This design comes from an exercise in tuning for small area and a short achievable clock period on the open sky130 flow, not from production work. For this run, only the layout was checked, not whether the RTL still works. Power figures rest on the tool's default switching activity, not on a simulated workload.

### standard.sh
#!/bin/bash
# synth_recipe.tcl (not shown) runs the flow's synth.tcl, then flattens the netlist and writes it again
# the make line also repeats each setting of config.mk as NAME=value (left out here)
make -C /OpenROAD-flow-scripts/flow DESIGN_CONFIG=/design/flow/config.mk WORK_HOME=/design/flow/orfs CLKGATE_MAP_FILE= SYNTH_SCRIPT=/design/flow/synth_recipe.tcl "${@:-finish}"
### constraint.sdc
create_clock -name core_clock -period 6.5 [get_ports {clk}]
set_input_delay 1.3000 -clock core_clock [delete_from_list [all_inputs] [get_ports {clk}]]
set_output_delay 1.3000 -clock core_clock [all_outputs]
set_load 0.01 [all_outputs]
### flow/run.sh
#!/bin/bash
set -uo pipefail
export BUFFER_PORTS_ARGS="-buffer_cell sky130_fd_sc_hd__buf_1"
export CTS_ARGS="-sink_clustering_enable -repair_clock_nets -sink_clustering_size 24 -sink_clustering_max_diameter 150"
bash standard.sh > flow_standard.log 2>&1
### config.mk
export PLATFORM = sky130hd
export DESIGN_NAME = Matrix_Multiplication
export DESIGN_NICKNAME = Matrix_Multiplication
export VERILOG_FILES = /design/flow/design.v
export SDC_FILE = /design/flow/constraint.sdc
export NUM_CORES = 4
export LEC_CHECK = 0
export CAP_MARGIN = 20
export CORE_MARGIN = 2
export CORE_UTILIZATION = 40
export SETUP_SLACK_MARGIN = 2.0
export SLEW_MARGIN = 20
export SYNTH_HIERARCHICAL = 1
export SYNTH_MINIMUM_KEEP_SIZE = 0
### design.v
module Systolic_array (
    input clk, reset,
    input [7:0] in_a, in_b,
    output [16:0] out_c
);
  reg [16:0] acc;
  reg [0:0] kc;
  assign out_c = acc + {kc[0], 11'b0};
  wire [7:0] na, nb;   
  mm_inv ua0 (.a(in_a[0]), .y(na[0]));
  mm_inv ub0 (.a(in_b[0]), .y(nb[0]));
  mm_inv ua1 (.a(in_a[1]), .y(na[1]));
  mm_inv ub1 (.a(in_b[1]), .y(nb[1]));
  mm_inv ua2 (.a(in_a[2]), .y(na[2]));
  mm_inv ub2 (.a(in_b[2]), .y(nb[2]));
  mm_inv ua3 (.a(in_a[3]), .y(na[3]));
  mm_inv ub3 (.a(in_b[3]), .y(nb[3]));
  mm_inv ua4 (.a(in_a[4]), .y(na[4]));
  mm_inv ub4 (.a(in_b[4]), .y(nb[4]));
  mm_inv ua5 (.a(in_a[5]), .y(na[5]));
  mm_inv ub5 (.a(in_b[5]), .y(nb[5]));
  mm_inv ua6 (.a(in_a[6]), .y(na[6]));
  mm_inv ub6 (.a(in_b[6]), .y(nb[6]));
  mm_inv ua7 (.a(in_a[7]), .y(na[7]));
  mm_inv ub7 (.a(in_b[7]), .y(nb[7]));
  wire pp1;
  assign pp1 = ~(na[0] | nb[0]);
  wire pp2;
  assign pp2 = ~(na[0] | nb[1]);
  wire pp3;
  assign pp3 = ~(na[0] | nb[2]);
  wire pp4;
  assign pp4 = ~(na[0] | nb[3]);
  wire pp5;
  assign pp5 = ~(na[0] | nb[4]);
  wire pp6;
  assign pp6 = ~(na[0] | nb[5]);
  wire pp7;
  assign pp7 = ~(na[0] | nb[6]);
  wire pp8;
  assign pp8 = ~(na[0] | nb[7]);
  wire pp9;
  assign pp9 = ~(na[1] | nb[0]);
  wire pp10;
  assign pp10 = ~(na[1] | nb[1]);
  wire pp11;
  assign pp11 = ~(na[1] | nb[2]);
  wire pp12;
  assign pp12 = ~(na[1] | nb[3]);
  wire pp13;
  assign pp13 = ~(na[1] | nb[4]);
  wire pp14;
  assign pp14 = ~(na[1] | nb[5]);
  wire pp15;
  assign pp15 = ~(na[1] | nb[6]);
  wire pp16;
  assign pp16 = ~(na[1] | nb[7]);
  wire pp17;
  assign pp17 = ~(na[2] | nb[0]);
  wire pp18;
  assign pp18 = ~(na[2] | nb[1]);
  wire pp19;
  assign pp19 = ~(na[2] | nb[2]);
  wire pp20;
  assign pp20 = ~(na[2] | nb[3]);
  wire pp21;
  assign pp21 = ~(na[2] | nb[4]);
  wire pp22;
  assign pp22 = ~(na[2] | nb[5]);
  wire pp23;
  assign pp23 = ~(na[2] | nb[6]);
  wire pp24;
  assign pp24 = ~(na[2] | nb[7]);
  wire pp25;
  assign pp25 = ~(na[3] | nb[0]);
  wire pp26;
  assign pp26 = ~(na[3] | nb[1]);
  wire pp27;
  assign pp27 = ~(na[3] | nb[2]);
  wire pp28;
  assign pp28 = ~(na[3] | nb[3]);
  wire pp29;
  assign pp29 = ~(na[3] | nb[4]);
  wire pp30;
  assign pp30 = ~(na[3] | nb[5]);
  wire pp31;
  assign pp31 = ~(na[3] | nb[6]);
  wire pp32;
  assign pp32 = ~(na[3] | nb[7]);
  wire pp33;
  assign pp33 = ~(na[4] | nb[0]);
  wire pp34;
  assign pp34 = ~(na[4] | nb[1]);
  wire pp35;
  assign pp35 = ~(na[4] | nb[2]);
  wire pp36;
  assign pp36 = ~(na[4] | nb[3]);
  wire pp37;
  assign pp37 = ~(na[4] | nb[4]);
  wire pp38;
  assign pp38 = ~(na[4] | nb[5]);
  wire pp39;
  assign pp39 = ~(na[4] | nb[6]);
  wire pp40;
  assign pp40 = ~(na[4] | nb[7]);
  wire pp41;
  assign pp41 = ~(na[5] | nb[0]);
  wire pp42;
  assign pp42 = ~(na[5] | nb[1]);
  wire pp43;
  assign pp43 = ~(na[5] | nb[2]);
  wire pp44;
  assign pp44 = ~(na[5] | nb[3]);
  wire pp45;
  assign pp45 = ~(na[5] | nb[4]);
  wire pp46;
  assign pp46 = ~(na[5] | nb[5]);
  wire pp47;
  assign pp47 = ~(na[5] | nb[6]);
  wire pp48;
  assign pp48 = ~(na[5] | nb[7]);
  wire pp49;
  assign pp49 = ~(na[6] | nb[0]);
  wire pp50;
  assign pp50 = ~(na[6] | nb[1]);
  wire pp51;
  assign pp51 = ~(na[6] | nb[2]);
  wire pp52;
  assign pp52 = ~(na[6] | nb[3]);
  wire pp53;
  assign pp53 = ~(na[6] | nb[4]);
  wire pp54;
  assign pp54 = ~(na[6] | nb[5]);
  wire pp55;
  assign pp55 = ~(na[6] | nb[6]);
  wire pp56;
  assign pp56 = ~(na[6] | nb[7]);
  wire pp57;
  assign pp57 = ~(na[7] | nb[0]);
  wire pp58;
  assign pp58 = ~(na[7] | nb[1]);
  wire pp59;
  assign pp59 = ~(na[7] | nb[2]);
  wire pp60;
  assign pp60 = ~(na[7] | nb[3]);
  wire pp61;
  assign pp61 = ~(na[7] | nb[4]);
  wire pp62;
  assign pp62 = ~(na[7] | nb[5]);
  wire pp63;
  assign pp63 = ~(na[7] | nb[6]);
  wire pp64;
  assign pp64 = ~(na[7] | nb[7]);
  wire s65;
  wire k66;
  mm_ha u66 (.a(acc[5]), .b(pp6), .s(s65), .co(k66));
  wire s67;
  wire k68;
  mm_fa u68 (.a(acc[6]), .b(pp7), .c(pp14), .s(s67), .co(k68));
  wire s69;
  wire k70;
  mm_ha u70 (.a(pp21), .b(pp28), .s(s69), .co(k70));
  wire s71;
  wire k72;
  mm_fa u72 (.a(acc[7]), .b(pp8), .c(pp15), .s(s71), .co(k72));
  wire s73;
  wire k74;
  mm_fa u74 (.a(pp22), .b(pp29), .c(pp36), .s(s73), .co(k74));
  wire s75;
  wire k76;
  mm_ha u76 (.a(pp43), .b(pp50), .s(s75), .co(k76));
  wire s77;
  wire k78;
  mm_fa u78 (.a(acc[8]), .b(pp16), .c(pp23), .s(s77), .co(k78));
  wire s79;
  wire k80;
  mm_fa u80 (.a(pp30), .b(pp37), .c(pp44), .s(s79), .co(k80));
  wire s81;
  wire k82;
  mm_ha u82 (.a(pp51), .b(pp58), .s(s81), .co(k82));
  wire s83;
  wire k84;
  mm_fa u84 (.a(acc[9]), .b(pp24), .c(pp31), .s(s83), .co(k84));
  wire s85;
  wire k86;
  mm_fa u86 (.a(pp38), .b(pp45), .c(pp52), .s(s85), .co(k86));
  wire s87;
  wire k88;
  mm_fa u88 (.a(acc[10]), .b(pp32), .c(pp39), .s(s87), .co(k88));
  wire s89;
  wire k90;
  mm_ha u90 (.a(acc[11]), .b(kc[0]), .s(s89), .co(k90));
  wire s91;
  wire k92;
  mm_ha u92 (.a(acc[3]), .b(pp4), .s(s91), .co(k92));
  wire s93;
  wire k94;
  mm_fa u94 (.a(acc[4]), .b(pp5), .c(pp12), .s(s93), .co(k94));
  wire s95;
  wire k96;
  mm_ha u96 (.a(pp19), .b(pp26), .s(s95), .co(k96));
  wire s97;
  wire k98;
  mm_fa u98 (.a(pp13), .b(pp20), .c(pp27), .s(s97), .co(k98));
  wire s99;
  wire k100;
  mm_fa u100 (.a(pp34), .b(pp41), .c(s65), .s(s99), .co(k100));
  wire s101;
  wire k102;
  mm_fa u102 (.a(pp35), .b(pp42), .c(pp49), .s(s101), .co(k102));
  wire s103;
  wire k104;
  mm_fa u104 (.a(k66), .b(s69), .c(s67), .s(s103), .co(k104));
  wire s105;
  wire k106;
  mm_fa u106 (.a(pp57), .b(k70), .c(s75), .s(s105), .co(k106));
  wire s107;
  wire k108;
  mm_fa u108 (.a(k68), .b(s71), .c(s73), .s(s107), .co(k108));
  wire s109;
  wire k110;
  mm_fa u110 (.a(k76), .b(s81), .c(k72), .s(s109), .co(k110));
  wire s111;
  wire k112;
  mm_fa u112 (.a(k74), .b(s77), .c(s79), .s(s111), .co(k112));
  wire s113;
  wire k114;
  mm_fa u114 (.a(pp59), .b(k82), .c(k78), .s(s113), .co(k114));
  wire s115;
  wire k116;
  mm_fa u116 (.a(k80), .b(s83), .c(s85), .s(s115), .co(k116));
  wire s117;
  wire k118;
  mm_fa u118 (.a(pp46), .b(pp53), .c(pp60), .s(s117), .co(k118));
  wire s119;
  wire k120;
  mm_fa u120 (.a(k84), .b(k86), .c(s87), .s(s119), .co(k120));
  wire s121;
  wire k122;
  mm_fa u122 (.a(s89), .b(pp40), .c(pp47), .s(s121), .co(k122));
  wire s123;
  wire k124;
  mm_fa u124 (.a(pp54), .b(pp61), .c(k88), .s(s123), .co(k124));
  wire s125;
  wire k126;
  mm_fa u126 (.a(acc[12]), .b(k90), .c(pp48), .s(s125), .co(k126));
  wire s127;
  wire k128;
  mm_ha u128 (.a(pp55), .b(pp62), .s(s127), .co(k128));
  wire s129;
  wire k130;
  mm_ha u130 (.a(acc[13]), .b(pp56), .s(s129), .co(k130));
  wire s131;
  wire k132;
  mm_ha u132 (.a(acc[2]), .b(pp3), .s(s131), .co(k132));
  wire s133;
  wire k134;
  mm_fa u134 (.a(pp11), .b(pp18), .c(pp25), .s(s133), .co(k134));
  wire s135;
  wire k136;
  mm_fa u136 (.a(pp33), .b(k92), .c(s95), .s(s135), .co(k136));
  wire s137;
  wire k138;
  mm_fa u138 (.a(k96), .b(k94), .c(s97), .s(s137), .co(k138));
  wire s139;
  wire k140;
  mm_fa u140 (.a(k98), .b(s101), .c(k100), .s(s139), .co(k140));
  wire s141;
  wire k142;
  mm_fa u142 (.a(k102), .b(s105), .c(k104), .s(s141), .co(k142));
  wire s143;
  wire k144;
  mm_fa u144 (.a(k106), .b(s109), .c(k108), .s(s143), .co(k144));
  wire s145;
  wire k146;
  mm_fa u146 (.a(k110), .b(s113), .c(k112), .s(s145), .co(k146));
  wire s147;
  wire k148;
  mm_fa u148 (.a(s117), .b(k114), .c(k116), .s(s147), .co(k148));
  wire s149;
  wire k150;
  mm_fa u150 (.a(k118), .b(s121), .c(s123), .s(s149), .co(k150));
  wire s151;
  wire k152;
  mm_fa u152 (.a(s127), .b(k122), .c(s125), .s(s151), .co(k152));
  wire s153;
  wire k154;
  mm_fa u154 (.a(pp63), .b(k128), .c(s129), .s(s153), .co(k154));
  wire s155;
  wire k156;
  mm_ha u156 (.a(acc[14]), .b(pp64), .s(s155), .co(k156));
  wire s157;
  wire k158;
  mm_ha u158 (.a(acc[1]), .b(pp2), .s(s157), .co(k158));
  wire s159;
  wire k160;
  mm_fa u160 (.a(pp10), .b(pp17), .c(s131), .s(s159), .co(k160));
  wire s161;
  wire k162;
  mm_fa u162 (.a(k132), .b(s91), .c(s133), .s(s161), .co(k162));
  wire s163;
  wire k164;
  mm_fa u164 (.a(k134), .b(s93), .c(s135), .s(s163), .co(k164));
  wire s165;
  wire k166;
  mm_fa u166 (.a(k136), .b(s99), .c(s137), .s(s165), .co(k166));
  wire s167;
  wire k168;
  mm_fa u168 (.a(k138), .b(s103), .c(s139), .s(s167), .co(k168));
  wire s169;
  wire k170;
  mm_fa u170 (.a(s107), .b(k140), .c(s141), .s(s169), .co(k170));
  wire s171;
  wire k172;
  mm_fa u172 (.a(s111), .b(k142), .c(s143), .s(s171), .co(k172));
  wire s173;
  wire k174;
  mm_fa u174 (.a(s115), .b(k144), .c(s145), .s(s173), .co(k174));
  wire s175;
  wire k176;
  mm_fa u176 (.a(s119), .b(k146), .c(s147), .s(s175), .co(k176));
  wire s177;
  wire k178;
  mm_fa u178 (.a(k120), .b(k148), .c(s149), .s(s177), .co(k178));
  wire s179;
  wire k180;
  mm_fa u180 (.a(k124), .b(s151), .c(k150), .s(s179), .co(k180));
  wire s181;
  wire k182;
  mm_fa u182 (.a(k126), .b(s153), .c(k152), .s(s181), .co(k182));
  wire s183;
  wire k184;
  mm_fa u184 (.a(k130), .b(s155), .c(k154), .s(s183), .co(k184));
  wire s185;
  wire k186;
  mm_ha u186 (.a(acc[15]), .b(k156), .s(s185), .co(k186));
  wire s187;
  wire k188;
  mm_ha u188 (.a(acc[0]), .b(pp1), .s(s187), .co(k188));
  wire s189;
  wire k190;
  mm_fa u190 (.a(pp9), .b(k188), .c(s157), .s(s189), .co(k190));
  wire s191;
  wire k192;
  mm_fa u192 (.a(k158), .b(k190), .c(s159), .s(s191), .co(k192));
  wire s193;
  wire k194;
  mm_ha u194 (.a(s161), .b(k160), .s(s193), .co(k194));
  wire s195;
  wire k196;
  mm_ha u196 (.a(s163), .b(k162), .s(s195), .co(k196));
  wire s197;
  wire k198;
  mm_ha u198 (.a(s165), .b(k164), .s(s197), .co(k198));
  wire s199;
  wire k200;
  mm_ha u200 (.a(s167), .b(k166), .s(s199), .co(k200));
  wire s201;
  wire k202;
  mm_ha u202 (.a(s169), .b(k168), .s(s201), .co(k202));
  wire s203;
  wire k204;
  mm_ha u204 (.a(s171), .b(k170), .s(s203), .co(k204));
  wire s205;
  wire k206;
  mm_ha u206 (.a(s173), .b(k172), .s(s205), .co(k206));
  wire s207;
  wire k208;
  mm_ha u208 (.a(s175), .b(k174), .s(s207), .co(k208));
  wire g209;
  assign g209 = k194 | (s193 & k192);
  wire g210;
  assign g210 = k196 | (s195 & g209);
  wire p211;
  assign p211 = s195 & s193;
  wire g212;
  assign g212 = k198 | (s197 & k196);
  wire p213;
  assign p213 = s197 & s195;
  wire g214;
  assign g214 = k200 | (s199 & k198);
  wire p215;
  assign p215 = s199 & s197;
  wire g216;
  assign g216 = k202 | (s201 & k200);
  wire p217;
  assign p217 = s201 & s199;
  wire g218;
  assign g218 = k204 | (s203 & k202);
  wire p219;
  assign p219 = s203 & s201;
  wire g220;
  assign g220 = k206 | (s205 & k204);
  wire p221;
  assign p221 = s205 & s203;
  wire g222;
  assign g222 = k208 | (s207 & k206);
  wire p223;
  assign p223 = s207 & s205;
  wire g224;
  assign g224 = g212 | (p213 & g209);
  wire p225;
  assign p225 = p213 & s193;
  wire g226;
  assign g226 = g214 | (p215 & g210);
  wire p227;
  assign p227 = p215 & p211;
  wire g228;
  assign g228 = g216 | (p217 & g212);
  wire p229;
  assign p229 = p217 & p213;
  wire g230;
  assign g230 = g218 | (p219 & g214);
  wire p231;
  assign p231 = p219 & p215;
  wire g232;
  assign g232 = g220 | (p221 & g216);
  wire p233;
  assign p233 = p221 & p217;
  wire g234;
  assign g234 = g222 | (p223 & g218);
  wire p235;
  assign p235 = p223 & p219;
  wire g236;
  assign g236 = g228 | (p229 & g209);
  wire p237;
  assign p237 = p229 & s193;
  wire g238;
  assign g238 = g230 | (p231 & g210);
  wire p239;
  assign p239 = p231 & p211;
  wire g240;
  assign g240 = g232 | (p233 & g224);
  wire p241;
  assign p241 = p233 & p225;
  wire g242;
  assign g242 = g234 | (p235 & g226);
  wire p243;
  assign p243 = p235 & p227;
  wire s244;
  wire k245;
  mm_ha u245 (.a(s177), .b(k176), .s(s244), .co(k245));
  wire s246;
  wire k247;
  mm_ha u247 (.a(s179), .b(k178), .s(s246), .co(k247));
  wire s248;
  wire k249;
  mm_ha u249 (.a(s181), .b(k180), .s(s248), .co(k249));
  wire s250;
  wire k251;
  mm_ha u251 (.a(s183), .b(k182), .s(s250), .co(k251));
  wire s252;
  wire k253;
  mm_ha u253 (.a(s185), .b(k184), .s(s252), .co(k253));
  wire s254;
  wire k255;
  mm_ha u255 (.a(acc[16]), .b(k186), .s(s254), .co(k255));
  wire g256;
  assign g256 = k247 | (s246 & k245);
  wire p257;
  assign p257 = s246 & s244;
  wire g258;
  assign g258 = k249 | (s248 & k247);
  wire p259;
  assign p259 = s248 & s246;
  wire g260;
  assign g260 = k251 | (s250 & k249);
  wire p261;
  assign p261 = s250 & s248;
  wire g262;
  assign g262 = k253 | (s252 & k251);
  wire p263;
  assign p263 = s252 & s250;
  wire g264;
  assign g264 = k255 | (s254 & k253);
  wire p265;
  assign p265 = s254 & s252;
  wire g266;
  assign g266 = g258 | (p259 & k245);
  wire p267;
  assign p267 = p259 & s244;
  wire g268;
  assign g268 = g260 | (p261 & g256);
  wire p269;
  assign p269 = p261 & p257;
  wire g270;
  assign g270 = g262 | (p263 & g258);
  wire p271;
  assign p271 = p263 & p259;
  wire g272;
  assign g272 = g264 | (p265 & g260);
  wire p273;
  assign p273 = p265 & p261;
  wire g274;
  assign g274 = g270 | (p271 & k245);
  wire p275;
  assign p275 = p271 & s244;
  wire g276;
  assign g276 = g272 | (p273 & g256);
  wire p277;
  assign p277 = p273 & p257;
  wire [16:0] sum = {(s254 ^ g274), (s252 ^ g268), (s250 ^ g266), (s248 ^ g256), (s246 ^ k245), (s244 ^ 1'b0), (s207 ^ g240), (s205 ^ g238), (s203 ^ g236), (s201 ^ g226), (s199 ^ g224), (s197 ^ g210), (s195 ^ g209), (s193 ^ k192), s191, s189, s187};
  always @(posedge clk or posedge reset) begin
    if (reset) begin
      acc <= 17'b0;
      kc <= 1'b0;
    end else begin
      acc <= sum;
      kc <= g242;
    end
  end
endmodule
module Systolic_array_int (
    input clk, reset,
    input [7:0] in_a, in_b,
    output reg [16:0] out_c
);
  wire [16:0] acc = out_c;
  wire [7:0] na, nb;   
  mm_inv ua0 (.a(in_a[0]), .y(na[0]));
  mm_inv ub0 (.a(in_b[0]), .y(nb[0]));
  mm_inv ua1 (.a(in_a[1]), .y(na[1]));
  mm_inv ub1 (.a(in_b[1]), .y(nb[1]));
  mm_inv ua2 (.a(in_a[2]), .y(na[2]));
  mm_inv ub2 (.a(in_b[2]), .y(nb[2]));
  mm_inv ua3 (.a(in_a[3]), .y(na[3]));
  mm_inv ub3 (.a(in_b[3]), .y(nb[3]));
  mm_inv ua4 (.a(in_a[4]), .y(na[4]));
  mm_inv ub4 (.a(in_b[4]), .y(nb[4]));
  mm_inv ua5 (.a(in_a[5]), .y(na[5]));
  mm_inv ub5 (.a(in_b[5]), .y(nb[5]));
  mm_inv ua6 (.a(in_a[6]), .y(na[6]));
  mm_inv ub6 (.a(in_b[6]), .y(nb[6]));
  mm_inv ua7 (.a(in_a[7]), .y(na[7]));
  mm_inv ub7 (.a(in_b[7]), .y(nb[7]));
  wire pp1;
  assign pp1 = ~(na[0] | nb[0]);
  wire pp2;
  assign pp2 = ~(na[0] | nb[1]);
  wire pp3;
  assign pp3 = ~(na[0] | nb[2]);
  wire pp4;
  assign pp4 = ~(na[0] | nb[3]);
  wire pp5;
  assign pp5 = ~(na[0] | nb[4]);
  wire pp6;
  assign pp6 = ~(na[0] | nb[5]);
  wire pp7;
  assign pp7 = ~(na[0] | nb[6]);
  wire pp8;
  assign pp8 = ~(na[0] | nb[7]);
  wire pp9;
  assign pp9 = ~(na[1] | nb[0]);
  wire pp10;
  assign pp10 = ~(na[1] | nb[1]);
  wire pp11;
  assign pp11 = ~(na[1] | nb[2]);
  wire pp12;
  assign pp12 = ~(na[1] | nb[3]);
  wire pp13;
  assign pp13 = ~(na[1] | nb[4]);
  wire pp14;
  assign pp14 = ~(na[1] | nb[5]);
  wire pp15;
  assign pp15 = ~(na[1] | nb[6]);
  wire pp16;
  assign pp16 = ~(na[1] | nb[7]);
  wire pp17;
  assign pp17 = ~(na[2] | nb[0]);
  wire pp18;
  assign pp18 = ~(na[2] | nb[1]);
  wire pp19;
  assign pp19 = ~(na[2] | nb[2]);
  wire pp20;
  assign pp20 = ~(na[2] | nb[3]);
  wire pp21;
  assign pp21 = ~(na[2] | nb[4]);
  wire pp22;
  assign pp22 = ~(na[2] | nb[5]);
  wire pp23;
  assign pp23 = ~(na[2] | nb[6]);
  wire pp24;
  assign pp24 = ~(na[2] | nb[7]);
  wire pp25;
  assign pp25 = ~(na[3] | nb[0]);
  wire pp26;
  assign pp26 = ~(na[3] | nb[1]);
  wire pp27;
  assign pp27 = ~(na[3] | nb[2]);
  wire pp28;
  assign pp28 = ~(na[3] | nb[3]);
  wire pp29;
  assign pp29 = ~(na[3] | nb[4]);
  wire pp30;
  assign pp30 = ~(na[3] | nb[5]);
  wire pp31;
  assign pp31 = ~(na[3] | nb[6]);
  wire pp32;
  assign pp32 = ~(na[3] | nb[7]);
  wire pp33;
  assign pp33 = ~(na[4] | nb[0]);
  wire pp34;
  assign pp34 = ~(na[4] | nb[1]);
  wire pp35;
  assign pp35 = ~(na[4] | nb[2]);
  wire pp36;
  assign pp36 = ~(na[4] | nb[3]);
  wire pp37;
  assign pp37 = ~(na[4] | nb[4]);
  wire pp38;
  assign pp38 = ~(na[4] | nb[5]);
  wire pp39;
  assign pp39 = ~(na[4] | nb[6]);
  wire pp40;
  assign pp40 = ~(na[4] | nb[7]);
  wire pp41;
  assign pp41 = ~(na[5] | nb[0]);
  wire pp42;
  assign pp42 = ~(na[5] | nb[1]);
  wire pp43;
  assign pp43 = ~(na[5] | nb[2]);
  wire pp44;
  assign pp44 = ~(na[5] | nb[3]);
  wire pp45;
  assign pp45 = ~(na[5] | nb[4]);
  wire pp46;
  assign pp46 = ~(na[5] | nb[5]);
  wire pp47;
  assign pp47 = ~(na[5] | nb[6]);
  wire pp48;
  assign pp48 = ~(na[5] | nb[7]);
  wire pp49;
  assign pp49 = ~(na[6] | nb[0]);
  wire pp50;
  assign pp50 = ~(na[6] | nb[1]);
  wire pp51;
  assign pp51 = ~(na[6] | nb[2]);
  wire pp52;
  assign pp52 = ~(na[6] | nb[3]);
  wire pp53;
  assign pp53 = ~(na[6] | nb[4]);
  wire pp54;
  assign pp54 = ~(na[6] | nb[5]);
  wire pp55;
  assign pp55 = ~(na[6] | nb[6]);
  wire pp56;
  assign pp56 = ~(na[6] | nb[7]);
  wire pp57;
  assign pp57 = ~(na[7] | nb[0]);
  wire pp58;
  assign pp58 = ~(na[7] | nb[1]);
  wire pp59;
  assign pp59 = ~(na[7] | nb[2]);
  wire pp60;
  assign pp60 = ~(na[7] | nb[3]);
  wire pp61;
  assign pp61 = ~(na[7] | nb[4]);
  wire pp62;
  assign pp62 = ~(na[7] | nb[5]);
  wire pp63;
  assign pp63 = ~(na[7] | nb[6]);
  wire pp64;
  assign pp64 = ~(na[7] | nb[7]);
  wire s65;
  wire k66;
  mm_ha u66 (.a(acc[5]), .b(pp6), .s(s65), .co(k66));
  wire s67;
  wire k68;
  mm_fa u68 (.a(acc[6]), .b(pp7), .c(pp14), .s(s67), .co(k68));
  wire s69;
  wire k70;
  mm_ha u70 (.a(pp21), .b(pp28), .s(s69), .co(k70));
  wire s71;
  wire k72;
  mm_fa u72 (.a(acc[7]), .b(pp8), .c(pp15), .s(s71), .co(k72));
  wire s73;
  wire k74;
  mm_fa u74 (.a(pp22), .b(pp29), .c(pp36), .s(s73), .co(k74));
  wire s75;
  wire k76;
  mm_ha u76 (.a(pp43), .b(pp50), .s(s75), .co(k76));
  wire s77;
  wire k78;
  mm_fa u78 (.a(acc[8]), .b(pp16), .c(pp23), .s(s77), .co(k78));
  wire s79;
  wire k80;
  mm_fa u80 (.a(pp30), .b(pp37), .c(pp44), .s(s79), .co(k80));
  wire s81;
  wire k82;
  mm_ha u82 (.a(pp51), .b(pp58), .s(s81), .co(k82));
  wire s83;
  wire k84;
  mm_fa u84 (.a(acc[9]), .b(pp24), .c(pp31), .s(s83), .co(k84));
  wire s85;
  wire k86;
  mm_fa u86 (.a(pp38), .b(pp45), .c(pp52), .s(s85), .co(k86));
  wire s87;
  wire k88;
  mm_fa u88 (.a(acc[10]), .b(pp32), .c(pp39), .s(s87), .co(k88));
  wire s89;
  wire k90;
  mm_ha u90 (.a(acc[3]), .b(pp4), .s(s89), .co(k90));
  wire s91;
  wire k92;
  mm_fa u92 (.a(acc[4]), .b(pp5), .c(pp12), .s(s91), .co(k92));
  wire s93;
  wire k94;
  mm_ha u94 (.a(pp19), .b(pp26), .s(s93), .co(k94));
  wire s95;
  wire k96;
  mm_fa u96 (.a(pp13), .b(pp20), .c(pp27), .s(s95), .co(k96));
  wire s97;
  wire k98;
  mm_fa u98 (.a(pp34), .b(pp41), .c(s65), .s(s97), .co(k98));
  wire s99;
  wire k100;
  mm_fa u100 (.a(pp35), .b(pp42), .c(pp49), .s(s99), .co(k100));
  wire s101;
  wire k102;
  mm_fa u102 (.a(k66), .b(s69), .c(s67), .s(s101), .co(k102));
  wire s103;
  wire k104;
  mm_fa u104 (.a(pp57), .b(k70), .c(s75), .s(s103), .co(k104));
  wire s105;
  wire k106;
  mm_fa u106 (.a(k68), .b(s71), .c(s73), .s(s105), .co(k106));
  wire s107;
  wire k108;
  mm_fa u108 (.a(k76), .b(s81), .c(k72), .s(s107), .co(k108));
  wire s109;
  wire k110;
  mm_fa u110 (.a(k74), .b(s77), .c(s79), .s(s109), .co(k110));
  wire s111;
  wire k112;
  mm_fa u112 (.a(pp59), .b(k82), .c(k78), .s(s111), .co(k112));
  wire s113;
  wire k114;
  mm_fa u114 (.a(k80), .b(s83), .c(s85), .s(s113), .co(k114));
  wire s115;
  wire k116;
  mm_fa u116 (.a(pp46), .b(pp53), .c(pp60), .s(s115), .co(k116));
  wire s117;
  wire k118;
  mm_fa u118 (.a(k84), .b(k86), .c(s87), .s(s117), .co(k118));
  wire s119;
  wire k120;
  mm_fa u120 (.a(acc[11]), .b(pp40), .c(pp47), .s(s119), .co(k120));
  wire s121;
  wire k122;
  mm_fa u122 (.a(pp54), .b(pp61), .c(k88), .s(s121), .co(k122));
  wire s123;
  wire k124;
  mm_fa u124 (.a(acc[12]), .b(pp48), .c(pp55), .s(s123), .co(k124));
  wire s125;
  wire k126;
  mm_ha u126 (.a(acc[2]), .b(pp3), .s(s125), .co(k126));
  wire s127;
  wire k128;
  mm_fa u128 (.a(pp11), .b(pp18), .c(pp25), .s(s127), .co(k128));
  wire s129;
  wire k130;
  mm_fa u130 (.a(pp33), .b(k90), .c(s93), .s(s129), .co(k130));
  wire s131;
  wire k132;
  mm_fa u132 (.a(k94), .b(k92), .c(s95), .s(s131), .co(k132));
  wire s133;
  wire k134;
  mm_fa u134 (.a(k96), .b(s99), .c(k98), .s(s133), .co(k134));
  wire s135;
  wire k136;
  mm_fa u136 (.a(k100), .b(s103), .c(k102), .s(s135), .co(k136));
  wire s137;
  wire k138;
  mm_fa u138 (.a(k104), .b(s107), .c(k106), .s(s137), .co(k138));
  wire s139;
  wire k140;
  mm_fa u140 (.a(k108), .b(s111), .c(k110), .s(s139), .co(k140));
  wire s141;
  wire k142;
  mm_fa u142 (.a(s115), .b(k112), .c(k114), .s(s141), .co(k142));
  wire s143;
  wire k144;
  mm_fa u144 (.a(k116), .b(s119), .c(s121), .s(s143), .co(k144));
  wire s145;
  wire k146;
  mm_fa u146 (.a(pp62), .b(k120), .c(s123), .s(s145), .co(k146));
  wire s147;
  wire k148;
  mm_fa u148 (.a(acc[13]), .b(pp56), .c(pp63), .s(s147), .co(k148));
  wire s149;
  wire k150;
  mm_ha u150 (.a(acc[1]), .b(pp2), .s(s149), .co(k150));
  wire s151;
  wire k152;
  mm_fa u152 (.a(pp10), .b(pp17), .c(s125), .s(s151), .co(k152));
  wire s153;
  wire k154;
  mm_fa u154 (.a(k126), .b(s89), .c(s127), .s(s153), .co(k154));
  wire s155;
  wire k156;
  mm_fa u156 (.a(k128), .b(s91), .c(s129), .s(s155), .co(k156));
  wire s157;
  wire k158;
  mm_fa u158 (.a(k130), .b(s97), .c(s131), .s(s157), .co(k158));
  wire s159;
  wire k160;
  mm_fa u160 (.a(k132), .b(s101), .c(s133), .s(s159), .co(k160));
  wire s161;
  wire k162;
  mm_fa u162 (.a(s105), .b(k134), .c(s135), .s(s161), .co(k162));
  wire s163;
  wire k164;
  mm_fa u164 (.a(s109), .b(k136), .c(s137), .s(s163), .co(k164));
  wire s165;
  wire k166;
  mm_fa u166 (.a(s113), .b(k138), .c(s139), .s(s165), .co(k166));
  wire s167;
  wire k168;
  mm_fa u168 (.a(s117), .b(k140), .c(s141), .s(s167), .co(k168));
  wire s169;
  wire k170;
  mm_fa u170 (.a(k118), .b(k142), .c(s143), .s(s169), .co(k170));
  wire s171;
  wire k172;
  mm_fa u172 (.a(k122), .b(s145), .c(k144), .s(s171), .co(k172));
  wire s173;
  wire k174;
  mm_fa u174 (.a(k124), .b(s147), .c(k146), .s(s173), .co(k174));
  wire s175;
  wire k176;
  mm_fa u176 (.a(acc[14]), .b(pp64), .c(k148), .s(s175), .co(k176));
  wire s177;
  wire k178;
  mm_ha u178 (.a(acc[0]), .b(pp1), .s(s177), .co(k178));
  wire s179;
  wire k180;
  mm_fa u180 (.a(pp9), .b(k178), .c(s149), .s(s179), .co(k180));
  wire s181;
  wire k182;
  mm_fa u182 (.a(k150), .b(k180), .c(s151), .s(s181), .co(k182));
  wire s183;
  wire k184;
  mm_fa u184 (.a(k152), .b(s153), .c(k182), .s(s183), .co(k184));
  wire s185;
  wire k186;
  mm_fa u186 (.a(k154), .b(s155), .c(k184), .s(s185), .co(k186));
  wire s187;
  wire k188;
  mm_ha u188 (.a(s157), .b(k156), .s(s187), .co(k188));
  wire s189;
  wire k190;
  mm_ha u190 (.a(s159), .b(k158), .s(s189), .co(k190));
  wire s191;
  wire k192;
  mm_ha u192 (.a(s161), .b(k160), .s(s191), .co(k192));
  wire s193;
  wire k194;
  mm_ha u194 (.a(s163), .b(k162), .s(s193), .co(k194));
  wire s195;
  wire k196;
  mm_ha u196 (.a(s165), .b(k164), .s(s195), .co(k196));
  wire s197;
  wire k198;
  mm_ha u198 (.a(s167), .b(k166), .s(s197), .co(k198));
  wire s199;
  wire k200;
  mm_ha u200 (.a(s169), .b(k168), .s(s199), .co(k200));
  wire s201;
  wire k202;
  mm_ha u202 (.a(s171), .b(k170), .s(s201), .co(k202));
  wire s203;
  wire k204;
  mm_ha u204 (.a(s173), .b(k172), .s(s203), .co(k204));
  wire s205;
  wire k206;
  mm_ha u206 (.a(s175), .b(k174), .s(s205), .co(k206));
  wire s207;
  wire k208;
  mm_ha u208 (.a(acc[15]), .b(k176), .s(s207), .co(k208));
  wire g209;
  assign g209 = k188 | (s187 & k186);
  wire g210;
  assign g210 = k190 | (s189 & g209);
  wire p211;
  assign p211 = s189 & s187;
  wire g212;
  assign g212 = k194 | (s193 & k192);
  wire p213;
  assign p213 = s193 & s191;
  wire g214;
  assign g214 = k198 | (s197 & k196);
  wire p215;
  assign p215 = s197 & s195;
  wire g216;
  assign g216 = k202 | (s201 & k200);
  wire p217;
  assign p217 = s201 & s199;
  wire g218;
  assign g218 = k206 | (s205 & k204);
  wire p219;
  assign p219 = s205 & s203;
  wire g220;
  assign g220 = 1'b0 | (acc[16] & k208);
  wire p221;
  assign p221 = acc[16] & s207;
  wire g222;
  assign g222 = k192 | (s191 & g210);
  wire p223;
  assign p223 = s191 & p211;
  wire g224;
  assign g224 = g212 | (p213 & g210);
  wire p225;
  assign p225 = p213 & p211;
  wire g226;
  assign g226 = k200 | (s199 & g214);
  wire p227;
  assign p227 = s199 & p215;
  wire g228;
  assign g228 = g216 | (p217 & g214);
  wire p229;
  assign p229 = p217 & p215;
  wire g230;
  assign g230 = k208 | (s207 & g218);
  wire p231;
  assign p231 = s207 & p219;
  wire g232;
  assign g232 = g220 | (p221 & g218);
  wire p233;
  assign p233 = p221 & p219;
  wire g234;
  assign g234 = k196 | (s195 & g224);
  wire p235;
  assign p235 = s195 & p225;
  wire g236;
  assign g236 = g214 | (p215 & g224);
  wire p237;
  assign p237 = p215 & p225;
  wire g238;
  assign g238 = g226 | (p227 & g224);
  wire p239;
  assign p239 = p227 & p225;
  wire g240;
  assign g240 = g228 | (p229 & g224);
  wire p241;
  assign p241 = p229 & p225;
  wire g242;
  assign g242 = k204 | (s203 & g240);
  wire p243;
  assign p243 = s203 & p241;
  wire g244;
  assign g244 = g218 | (p219 & g240);
  wire p245;
  assign p245 = p219 & p241;
  wire g246;
  assign g246 = g230 | (p231 & g240);
  wire p247;
  assign p247 = p231 & p241;
  wire g248;
  assign g248 = g232 | (p233 & g240);
  wire p249;
  assign p249 = p233 & p241;
  wire [16:0] sum = {(acc[16] ^ g246), (s207 ^ g244), (s205 ^ g242), (s203 ^ g240), (s201 ^ g238), (s199 ^ g236), (s197 ^ g234), (s195 ^ g224), (s193 ^ g222), (s191 ^ g210), (s189 ^ g209), (s187 ^ k186), s185, s183, s181, s179, s177};
  always @(posedge clk or posedge reset) begin
    if (reset)
      out_c <= 17'b0;
    else
      out_c <= sum;
  end
endmodule
module mm_inv (input a, output y);
  assign y = ~a;
endmodule
module mm_fa (input a, b, c, output s, co);
  assign s = a ^ b ^ c;
  assign co = (a & b) | (c & (a ^ b));
endmodule
module mm_ha (input a, b, output s, co);
  assign s = a ^ b;
  assign co = a & b;
endmodule
module Matrix_Multiplication (
  input clk, reset,
  input [7:0] a1, a2, a3, a4, b1, b2, b3, b4,
  output [16:0] c1, c2, c3, c4, c5, c6, c7, c8, c9, c10, c11, c12, c13, c14, c15, c16
);
  reg [7:0] ad1_0, ad1_1, ad1_2, ad1_3, ad2_0, ad2_1, ad2_2, ad2_3, ad3_0, ad3_1, ad3_2, ad3_3;
  reg [7:0] bd1_0, bd1_1, bd1_2, bd1_3, bd2_0, bd2_1, bd2_2, bd2_3, bd3_0, bd3_1, bd3_2, bd3_3;
  wire [7:0] ad0_0 = a1, ad0_1 = a2, ad0_2 = a3, ad0_3 = a4;
  wire [7:0] bd0_0 = b1, bd0_1 = b2, bd0_2 = b3, bd0_3 = b4;
  always @(posedge clk or posedge reset) begin
    if (reset) begin
      ad1_0 <= 8'b00000000;
      ad1_1 <= 8'b00000000;
      ad1_2 <= 8'b00000000;
      ad1_3 <= 8'b00000000;
      ad2_0 <= 8'b00000000;
      ad2_1 <= 8'b00000000;
      ad2_2 <= 8'b00000000;
      ad2_3 <= 8'b00000000;
      ad3_0 <= 8'b00000000;
      ad3_1 <= 8'b00000000;
      ad3_2 <= 8'b00000000;
      ad3_3 <= 8'b00000000;
      bd1_0 <= 8'b00000000;
      bd1_1 <= 8'b00000000;
      bd1_2 <= 8'b00000000;
      bd1_3 <= 8'b00000000;
      bd2_0 <= 8'b00000000;
      bd2_1 <= 8'b00000000;
      bd2_2 <= 8'b00000000;
      bd2_3 <= 8'b00000000;
      bd3_0 <= 8'b00000000;
      bd3_1 <= 8'b00000000;
      bd3_2 <= 8'b00000000;
      bd3_3 <= 8'b00000000;
    end else begin
      ad1_0 <= ad0_0;
      ad1_1 <= ad0_1;
      ad1_2 <= ad0_2;
      ad1_3 <= ad0_3;
      ad2_0 <= ad1_0;
      ad2_1 <= ad1_1;
      ad2_2 <= ad1_2;
      ad2_3 <= ad1_3;
      ad3_0 <= ad2_0;
      ad3_1 <= ad2_1;
      ad3_2 <= ad2_2;
      ad3_3 <= ad2_3;
      bd1_0 <= bd0_0;
      bd1_1 <= bd0_1;
      bd1_2 <= bd0_2;
      bd1_3 <= bd0_3;
      bd2_0 <= bd1_0;
      bd2_1 <= bd1_1;
      bd2_2 <= bd1_2;
      bd2_3 <= bd1_3;
      bd3_0 <= bd2_0;
      bd3_1 <= bd2_1;
      bd3_2 <= bd2_2;
      bd3_3 <= bd2_3;
    end
  end
  Systolic_array B1 (.clk(clk), .reset(reset), .in_a(ad0_0), .in_b(bd0_0), .out_c(c1));
  Systolic_array B2 (.clk(clk), .reset(reset), .in_a(ad0_1), .in_b(bd1_0), .out_c(c2));
  Systolic_array B3 (.clk(clk), .reset(reset), .in_a(ad0_2), .in_b(bd2_0), .out_c(c3));
  Systolic_array B4 (.clk(clk), .reset(reset), .in_a(ad0_3), .in_b(bd3_0), .out_c(c4));
  Systolic_array B5 (.clk(clk), .reset(reset), .in_a(ad1_0), .in_b(bd0_1), .out_c(c5));
  Systolic_array_int B6 (.clk(clk), .reset(reset), .in_a(ad1_1), .in_b(bd1_1), .out_c(c6));
  Systolic_array_int B7 (.clk(clk), .reset(reset), .in_a(ad1_2), .in_b(bd2_1), .out_c(c7));
  Systolic_array_int B8 (.clk(clk), .reset(reset), .in_a(ad1_3), .in_b(bd3_1), .out_c(c8));
  Systolic_array B9 (.clk(clk), .reset(reset), .in_a(ad2_0), .in_b(bd0_2), .out_c(c9));
  Systolic_array_int B10 (.clk(clk), .reset(reset), .in_a(ad2_1), .in_b(bd1_2), .out_c(c10));
  Systolic_array_int B11 (.clk(clk), .reset(reset), .in_a(ad2_2), .in_b(bd2_2), .out_c(c11));
  Systolic_array_int B12 (.clk(clk), .reset(reset), .in_a(ad2_3), .in_b(bd3_2), .out_c(c12));
  Systolic_array B13 (.clk(clk), .reset(reset), .in_a(ad3_0), .in_b(bd0_3), .out_c(c13));
  Systolic_array_int B14 (.clk(clk), .reset(reset), .in_a(ad3_1), .in_b(bd1_3), .out_c(c14));
  Systolic_array_int B15 (.clk(clk), .reset(reset), .in_a(ad3_2), .in_b(bd2_3), .out_c(c15));
  Systolic_array_int B16 (.clk(clk), .reset(reset), .in_a(ad3_3), .in_b(bd3_3), .out_c(c16));
endmodule
==> impl_metrics.ini <==
[grt]
grt_pass1_vias = 31200
antenna_found_initial = 9
grtUsageMet2_pct = 33.4
grt_overflow = 0
grt_first_pass_wirelength_um = 182000
grt_max_degree = 113
use_met3_pct = 4.82
grt.met1_usage_pct = 28.6
track_usage_pct = 20.8
grt.busiest_layer = met2

[clock_network]
cts_htree_levels = 1
clk_latency_ns = 0.64
cts_tree = done
cts.path.max_buffers = 3
cts.hold.buffers_added = 0
cts_num_sinks = 471
cts_inserted_buffers = 24
clk_pin_slew_ns = 0.10
cts_root_buffer = clkbuf_16

[power_and_ir_drop]
leakage_nw = 22.7
p_comb_share_pct = 75.0
p_int_mw = 15.2
net-switching-power_mw = 13.9
powerDensity_mw_per_mm2 = 607
finalPower_mw = 29.0
pwr-share-clk_pct = 6.1
p_sw_share_pct = 47.7
vdd_drop_max_uv = 453
seq_power_share_pct = 18.9

[layout]
multi_input_area_mm2 = 0.0304
stdcell_area_mm2 = 0.0478
layout_commonest_cell = nor2_1
layout-drive-gt1-share_pct = 7.85
stdcell_count = 5657
area_delta_synth_final_pct = 7.47
seqCellArea_mm2 = 0.0118
layout_common_cells = 1094 x nor2_1, 794 x fa_1, 447 x dfrtp_1, 442 x ha_1, 335 x buf_1
nets = 5502
final_core_util_pct = 43.3
fill_cells = 10600

[critical_path]
path_class = flop to flop
critPathMaxFanout = 8
critPathBufInv = 1
endpoint_kind = flop
critical_path.top_delay_family = adder cells
cp.arrival_ns = 4.91
critPathMaxStageDelay_ns = 0.51
worstPathCellList = inv_1 > nor2_1 > fa_1 > fa_1 > fa_1 > ha_1 > ha_1 > or2_2 > ha_1 > o211ai_1 > nand2_1 > a41o_4 > nand2_1 > nand2_1 > ha_1 > nor2_1 > xnor2_1
required_ns = 7.06
cpMostUsedCell = ha_1
cp_slowest_cell = fa_1
cp-start-kind = flop

[synthesis]
syn-num-nets = 5395
yosys-top-cells-area = fa_1 37%, dfrtp_1 26%, ha_1 13%, nor2_1 9.4%, xnor2_1 2.4%
ys_types = 31
synth-edff-count = 0
postSynthAreaPerCell_um2 = 11.0
ys.flop_type = dfrtp_1
async_reset_ff_share_pct = 100
synth_top_cell_by_area = fa_1
ys_ff_latch = 471
ys_seq_area_share_pct = 26.5
syn_inst = 4055
synth_top_area_share_pct = 36.8
yosys_warnings = 9
netlist_area_mm2 = 0.0445

[sta]
min_period_ns = 4.36
post-route-period-util_pct = 67.0
clock-skew-final_ns = 0.0307
hold_violations = 0
max_slew.worst_pin.slew_ns = 0.911
finalSetupViolations = 0
rsz0062_at_grt = true
setup_ws_ns = 2.14
final_max_slew_viol_count = 0
tns_ns = 0
whs_ns = 0.365
fmax_mhz = 230
timing.slew.headroom_pct = 39.3

[run_status]
status = finished clean

[drt]
avgViaCountPerCell = 5.02
drc = 0
wire_per_inst_um = 20.3
antenna_left = 0
firstDrtPassIters = 5
via_count = 28400
drt_iter0_markers = 1514
wl_um = 115000

[floorplan]
start_util_pct = 40.3
io-pin-count = 338
fp.dieW_um = 338
die_y_um = 338
core_region_area_mm2 = 0.111
dieArea_mm2 = 0.114
rows = 122

[place]
port_buffers = 337
place_area_mm2 = 0.0461
place_ws_ns = 1.35
globalplace.congestion = 0.899
dp_hpwl_um = 96100
dp.cells = 5550

[job]
cap_viol_max_count = 0

[min_path]
hold_class = flop to flop
## power groups by stage
stage                     clock network [mW]  logic [mW]  registers [mW]
after detailed placement                   0        20.9            5.58
after global routing                    1.95        25.2            5.64
after CTS                               1.86        21.5            5.53
after global placement                     0        20.6            5.58
after floorplan                            0        16.4            5.35
final                                   1.78        21.8            5.48
## worst register-to-register path: cells and delay by family, from the launching register on
family	cells	cell delay (ns)
xor+xnor	1	0.12
compound gates	2	0.43
fa+ha+maj	7	2.25
flops	1	0.45
simple gates	6	0.78
buf+inv	1	0.25
## synthesized netlist by cell type, types with 14 or more instances
cell / instances
o211ai_1: 16
xor2_1: 14
fa_1: 818
nor2_1: 1113
nor2b_1: 14
clkbuf_1: 256
dfrtp_1: 471
a21oi_1: 83
inv_1: 287
buf_4: 77
xnor2_1: 124
nand2_1: 112
nor3_1: 14
ha_1: 456
a21o_1: 16
nand3_1: 30
or2_2: 25
o21ai_0: 30
## routing by layer
| metal | wire [um] | vias up |
|---|---|---|
| met5 | 76 | - |
| met2 | 54100 | 733 |
| met1 | 48900 | 14800 |
| met3 | 8420 | 132 |
| met4 | 3230 | 12 |
| li1 | - | 12700 |
## cell type report
cell class / count / share of cell area (%)
repair buffers: 414 / 3.89
clock inverters: 4 / 0.0968
well taps: 1488 / 3.89
diodes: 4 / 0.0209
clock buffers: 25 / 1.31
inverters: 287 / 2.51
multi-input cells: 2964 / 63.6
flip-flops and latches: 471 / 24.7
## logic make-up after synthesis
logic type               synth area share [%]
AND/OR/NAND/NOR                          11.6
adder cells (fa/ha/maj)                  49.6
buffers and inverters                    5.88
flip-flops                               26.5
AO/OA/AOI/OAI                            3.59
XOR/XNOR                                 2.72
multiplexers                            0.157
## Yosys stat by module (local to each module, per instance)
module	flip-flops and latches	times used
Matrix_Multiplication	192	1
Systolic_array_int	17	9
mm_fa	0	818
mm_inv	0	256
mm_ha	0	376
Systolic_array	18	7
## final timing paths
path	startpoint	endpoint	slack (ns)	depth (start not counted)
max reg2reg	bd2_3[3]	B15.out_c[14]	2.14	17
min reg2reg	ad1_0[7]	ad2_0[7]	0.37	0
max	bd2_3[3]	B15.out_c[14]	2.14	17
min in group asynchronous	reset	ad2_0[4]	0.74	2
max in group asynchronous	reset	bd2_3[1]	4.42	3
min	ad1_0[7]	ad2_0[7]	0.37	0
## timing repair
action / in CTS / in global routing
setup endpoints to repair: 37 / 38
pin swaps: 9 / 65
cloned: 0 / 0
buffers inserted: 15 / 59
resized for setup: 77 / 140

separate check: timing with driven ports:
The results above use ideal ports. As a check the final layout listed here was re-extracted and re-timed, cells and wires unchanged.
Step 1 assumes that a clkbuf_16 drives the clock port and a buf_2 every other input.
Step 2 also shifts input and output timing later by t, the mid clock arrival at the registers, as if the neighbouring blocks saw the same clock.
a / b / c = ideal / step 1 / step 2; a / b = the first two.
shift t [ns]: 0.682
setup slack, ns: 2.143 / 2.143 / 1.609
worst register clock-pin slew, ns: 0.12 / 0.12
After both steps this run still meets setup and hold. The setup slack of this run moves by 0.000 ns with the drivers and by -0.534 ns with both steps.
